Background: an optimization exercise with open tools, aiming at small area and a short achievable clock period. Do not read the settings as production practice.
Only simulation tests tie the RTL to the original design; equivalence was not proved.

## flow/config.mk

```make
export PLATFORM = sky130hd
export DESIGN_NAME = wb_lms
export DESIGN_NICKNAME = wb_lms
export VERILOG_FILES = /design/flow/design.v
export SDC_FILE = /design/flow/constraint.sdc
export NUM_CORES = 4
export LEC_CHECK = 0
export CAP_MARGIN = 20
export CORE_MARGIN = 2
export CORE_UTILIZATION = 40
export SLEW_MARGIN = 20
```

## flow/constraint.sdc

```tcl
create_clock -name core_clock -period 10.0 [get_ports {Clk}]
set_input_delay 2.0000 -clock core_clock [delete_from_list [all_inputs] [get_ports {Clk}]]
set_output_delay 2.0000 -clock core_clock [all_outputs]
set_load 0.01 [all_outputs]
```

## flow/design.v

```verilog
module LMS (
    input Clk,
    input Rst,
    input mode_train,                  
    input signed [15:0] x_in,         
    input signed [15:0] d_in,         
    output signed [15:0] y_out,       
    output signed [15:0] err,         
    output signed [15:0] w0, w1, w2, w3  
);
    parameter signed [15:0] gamma = 16'b0000100000000000;  
    reg signed [15:0] wn[0:3];  
    reg signed [15:0] x[0:3];   
    reg signed [15:0] err_reg;
    always @(posedge Clk or posedge Rst) begin
        if (Rst) begin
            x[0]<=16'sd0; x[1]<=16'sd0; x[2]<=16'sd0; x[3]<=16'sd0;
        end else begin
            x[3]<=x[2];
            x[2]<=x[1];
            x[1]<=x[0];
            x[0]<=x_in;
        end
    end
    wire signed [31:0] y_acc = $signed(wn[0])*x[0] +
                               $signed(wn[1])*x[1] +
                               $signed(wn[2])*x[2] +
                               $signed(wn[3])*x[3];
    assign y_out = y_acc[27:12];
    always @(posedge Clk or posedge Rst) begin
        if (Rst)
            err_reg <= 16'sd0;
        else if (mode_train)
            err_reg <= d_in - y_out;
        else
            err_reg <= 16'sd0;
    end
    assign err = err_reg;
    wire signed [31:0] p0 = $signed(err_reg) * x[0];
    wire signed [31:0] p1 = $signed(err_reg) * x[1];
    wire signed [31:0] p2 = $signed(err_reg) * x[2];
    wire signed [31:0] p3 = $signed(err_reg) * x[3];
    wire signed [15:0] p0_q = p0[27:12];
    wire signed [15:0] p1_q = p1[27:12];
    wire signed [15:0] p2_q = p2[27:12];
    wire signed [15:0] p3_q = p3[27:12];
    wire signed [31:0] m0_long = $signed(gamma) * $signed(p0_q);
    wire signed [31:0] m1_long = $signed(gamma) * $signed(p1_q);
    wire signed [31:0] m2_long = $signed(gamma) * $signed(p2_q);
    wire signed [31:0] m3_long = $signed(gamma) * $signed(p3_q);
    wire signed [15:0] m0 = m0_long[27:12];
    wire signed [15:0] m1 = m1_long[27:12];
    wire signed [15:0] m2 = m2_long[27:12];
    wire signed [15:0] m3 = m3_long[27:12];
    wire signed [15:0] wn_u0 = wn[0] + m0;
    wire signed [15:0] wn_u1 = wn[1] + m1;
    wire signed [15:0] wn_u2 = wn[2] + m2;
    wire signed [15:0] wn_u3 = wn[3] + m3;
    always @(posedge Clk or posedge Rst) begin
        if (Rst)
            {wn[0],wn[1],wn[2],wn[3]} <= 64'sd0;
        else if (mode_train)
            {wn[0],wn[1],wn[2],wn[3]} <= {wn_u0,wn_u1,wn_u2,wn_u3};
    end
    assign w0=wn[0];
    assign w1=wn[1];
    assign w2=wn[2];
    assign w3=wn[3];
endmodule
module wb_lms (
    input  wire        Clk,
    input  wire        Rst,
    input  wire        wb_cyc_i,
    input  wire        wb_stb_i,
    input  wire        wb_we_i,
    input  wire [31:0] wb_adr_i,
    input  wire [15:0] wb_dat_i,
    output reg  [15:0] wb_dat_o,
    output reg         wb_ack_o,
    output reg         irq_o
);
    reg signed [15:0] x_in_reg, d_in_reg;
    reg mode_train_reg;
    wire signed [15:0] y_out, err, w0, w1, w2, w3;
    LMS dut (
        .Clk(Clk),
        .Rst(Rst),
        .mode_train(mode_train_reg),
        .x_in(x_in_reg),
        .d_in(d_in_reg),
        .y_out(y_out),
        .err(err),
        .w0(w0),
        .w1(w1),
        .w2(w2),
        .w3(w3)
    );
    always @(posedge Clk or posedge Rst) begin
        if (Rst) begin
            wb_ack_o       <= 0;
            wb_dat_o       <= 0;
            irq_o          <= 0;
            x_in_reg       <= 0;
            d_in_reg       <= 0;
            mode_train_reg <= 0;
        end else begin
            wb_ack_o <= 0;
            irq_o    <= 0;
            if (wb_cyc_i && wb_stb_i && !wb_ack_o) begin
                wb_ack_o <= 1;
                if (wb_we_i) begin
                    case (wb_adr_i[5:2])
                        4'h0: x_in_reg       <= wb_dat_i;
                        4'h1: d_in_reg       <= wb_dat_i;
                        4'h2: mode_train_reg <= wb_dat_i[0];  
                    endcase
                    irq_o <= 1;  
                end else begin
                    case (wb_adr_i[5:2])
                        4'h3: wb_dat_o <= y_out;
                        4'h4: wb_dat_o <= err;
                        4'h5: wb_dat_o <= w0;
                        4'h6: wb_dat_o <= w1;
                        4'h7: wb_dat_o <= w2;
                        4'h8: wb_dat_o <= w3;
                        default: wb_dat_o <= 16'd0;
                    endcase
                end
            end
        end
    end
endmodule
```

## flow/run.sh

```bash
#!/bin/bash
# synth_recipe.tcl (not shown) runs the flow's synth.tcl, then flattens the netlist and writes it again
# the make line also repeats each setting of config.mk as NAME=value (left out here)
make -C /OpenROAD-flow-scripts/flow DESIGN_CONFIG=/design/flow/config.mk WORK_HOME=/design/flow/orfs CLKGATE_MAP_FILE= SYNTH_SCRIPT=/design/flow/synth_recipe.tcl finish
```

==> summary.txt <==
-- worst reg2reg max path: cells and delay by family, from the launching register on --
family | cells | cell delay (ns)
AOI/OAI and AO/OA | 7 | 1.39
xor gates and xnor gates | 2 | 0.60
and+or+nand+nor | 7 | 0.83
DFF | 1 | 0.69
buffers and inverters | 4 | 0.55
adders and majority gates | 12 | 5.58
-- per-stage QoR --
stage | setup WS (ns) | util | setup TNS [ns] | cell area [um^2]
6_report | 0.288 | 0.432 | 0 | 85100
4_1_cts | 0.0376 | 0.430 | 0 | 84800
5_1_grt | -0.129 | 0.432 | -0.129 | 85100
3_3_place_gp | 0.0584 | 0.427 | 0 | 84200
2_1_floorplan | 0.753 | - | 0 | 79100
3_5_place_dp | -0.00265 | 0.427 | -0.00265 | 84200
-- cells in the final DEF, fill, tap and decap left out, drive strengths merged, types with 12 or more instances in the layout --
master / instances
o21a: 26
inv: 2136
dfrtp: 195
nand3: 20
o21ai: 64
ha: 605
and3: 14
mux2: 89
nor2: 124
nor2b: 12
a22o: 13
o31ai: 13
fa: 1983
a31oi: 17
a21o: 33
xnor2: 233
clkdlybuf4s50: 41
a21oi: 93
nand4: 16
nand2b: 102
a211oi: 12
nand2: 1012
buf: 368
and2: 932
xor2: 50
clkbuf: 19
o21bai: 18
nor3: 37
-- cells by family (layout without fill, tap and decap cells) --
| logic type | Yosys count | after routing | share of synthesized area |
|---|---|---|---|
| buf+inv | 2514 | 2570 | 0.119 |
| compound gates | 353 | 353 | 0.0302 |
| fa+ha+maj | 2588 | 2588 | 0.597 |
| flops | 195 | 195 | 0.0617 |
| simple gates | 2300 | 2300 | 0.146 |
| xor+xnor | 284 | 284 | 0.0317 |
| other cells | 0 | 5 | 0 |
| mux | 95 | 95 | 0.0142 |
-- final cells by class --
type	instances	area, um^2	area share
inverters	2129	8000	0.0941
clock buffers	19	433	0.00509
well taps	2640	3300	0.0388
multi-input cells	5620	64900	0.763
clock inverters	13	138	0.00162
repair buffers	409	3300	0.0388
diodes	5	12.5	0.000147
flip-flops and latches	195	4940	0.0581
-- repair_timing --
| item | in CTS | in global routing |
|---|---|---|
| gates resized for setup | 3 | 59 |
| buffers inserted | 0 | 9 |
| pin swaps | 0 | 17 |
| setup endpoints to repair | 1 | 8 |
-- layer usage --
metal	vias up	share of wire	routed length, um	track usage
met1	28900	0.42	92000	0.306
li1	24100	-	-	-
met5	-	0	0	0
met4	0	0.041	8980	0.0829
met3	307	0.062	13800	0.0344
met2	1625	0.48	107000	0.382
-- worst min-delay path by stage --
stage	from	end	slack (ns)	cells past startpoint
final	x_in_reg[9]$_DFFE_PP0P_	dut.x[0][9]$_DFF_PP0_	0.38	0
after global routing	x_in_reg[12]$_DFFE_PP0P_	dut.x[0][12]$_DFF_PP0_	0.39	0
after CTS	x_in_reg[14]$_DFFE_PP0P_	dut.x[0][14]$_DFF_PP0_	0.38	0
after detailed placement	x_in_reg[14]$_DFFE_PP0P_	dut.x[0][14]$_DFF_PP0_	0.36	0
after global placement	x_in_reg[12]$_DFFE_PP0P_	dut.x[0][12]$_DFF_PP0_	0.35	0
after floorplan	x_in_reg[0]$_DFFE_PP0P_	dut.x[0][0]$_DFF_PP0_	0.35	0
==> flow_summary.toml <==
[critical_path]
critPathMaxStageDelay_ns = 0.69
cp-end-kind = "register"
cp_slowest_cell = "dfrtp_1"
path_max_fanout = 9
required_ns = 10.45
reg2reg_to = "dut.err_reg[15]$_DFF_PP0_"
cp_num_cells = 32
path_buf_inv = 4
critPathArrivalTime_ns = 10.16
rr_startpoint = "dut.wn[1][6]$_DFFE_PP0P_"
worst-setup-path-type = "reg2reg"
worst-r2r-setup-slack_ns = 0.29
cp-endpoint = "dut.err_reg[15]$_DFF_PP0_"
reg2reg_depth = 32
critPathLaunch = "dut.wn[1][6]$_DFFE_PP0P_"
cp_top_family = "adder cells"
path_common_cell = "fa_1"
startpoint_type = "register"

[synthesis]
yosysWarnings = 4
async_flop_share = 1.00
netlist_instances = 8329
syn_nets = 11000
ys_top_cells_by_count = "inv_1, fa_1, nand2_1"
syn_area_per_cell_um2 = 9.50
synth_edf_count = 0
yosysMostFrequentCell = "inv_1"
ys_seq_area_frac = 0.0617
ys_types = 77
synth_top_area_cell = "fa_1"
synth_area_leaders = "fa_1, inv_1, ha_1"
synth.ff_latch_count = 195
ys.flop_type = "dfrtp_1"
syn-cell-area_um2 = 79100
synth_top_cell_area_share = 0.502

[timing]
min_period_over_period = 0.971
worstMarginPinSlew_ns = 1.13
finalHoldViolations = 0
rsz0062_at_grt = "yes"
slew_viol_final = 0
finalSetupViolCount = 0
period_minus_slack_ns = 9.71
slew_headroom = 0.246
skew_ns = 0.0495
timing.hold.ws_ns = 0.379
max_freq_ghz = 0.103

[drt]
ant_nets = 0
wire_per_inst_um = 20.1
first_iter_violations = 3467
drc = 0
via_count = 54900
dr.pass1.iters = 8
drt-total-wl_mm = 222
via_per_inst = 4.98

[floorplanning]
core-area_um2 = 197000
die_y_um = 449
rows = 163
die_x_um = 449
io_pins = 71
initial_core_util = 0.402
die-area_um2 = 201000

[placed_design]
portBuffers = 42
dp_hpwl_mm = 185
dp_cells = 11000
gp_congestion = 0.930

[clocking]
clk_pin_slew_ns = 0.08
clock-root-buffer = "clkbuf_16"
clock_latency_ns = 0.57
clockBufferDepth = 2
numCtsBuffers = 17
cts_sinks = 195
cts_tree = "yes"
cts_max_level = 4
hold_buffers = 0

[outcome]
status = "no timing/DRC/antenna violations"

[global_routing]
antenna_found_initial = 7
grt_overflow = 0
grt_max_degree = 116
grt_pass1_vias = 61600
grt_pass1_wl_mm = 358
grtUsageTotal = 0.230

[finish]
fillers = 19200
drive_gt1_frac = 0.0685
stdcell_count = 11000
area_growth_syn_to_layout_pct = 7.50
final_nets = 11000

[job]
maxCapViolCount = 0

[hold_path]
min-delay-path-class = "reg2reg"

re-timing with driven ports:
In the flow no input, the clock included, has a driving cell. The finished layout below was timed again as built, in two steps.
Step 1 sets driving cells, clkbuf_16 on the clock port and buf_2 on the other inputs (assumed; they add their load-dependent delay and slew).
Step 2 also shifts input and output timing later by t, the mid clock arrival at the registers, as if the neighbouring blocks saw the same clock.
Three values: no drivers, after step 1, after step 2; two values: the first two.
t (ns): 0.636
setup WS [ns]: 0.288 / 0.288 / 0.288
latest minus earliest clock arrival (ns): 0.049 / 0.050
worst register clock-pin slew, ns: 0.12 / 0.12
After both steps this run still meets setup and hold. The setup slack of this run moves by 0.000 ns with the drivers and by 0.000 ns with both steps.
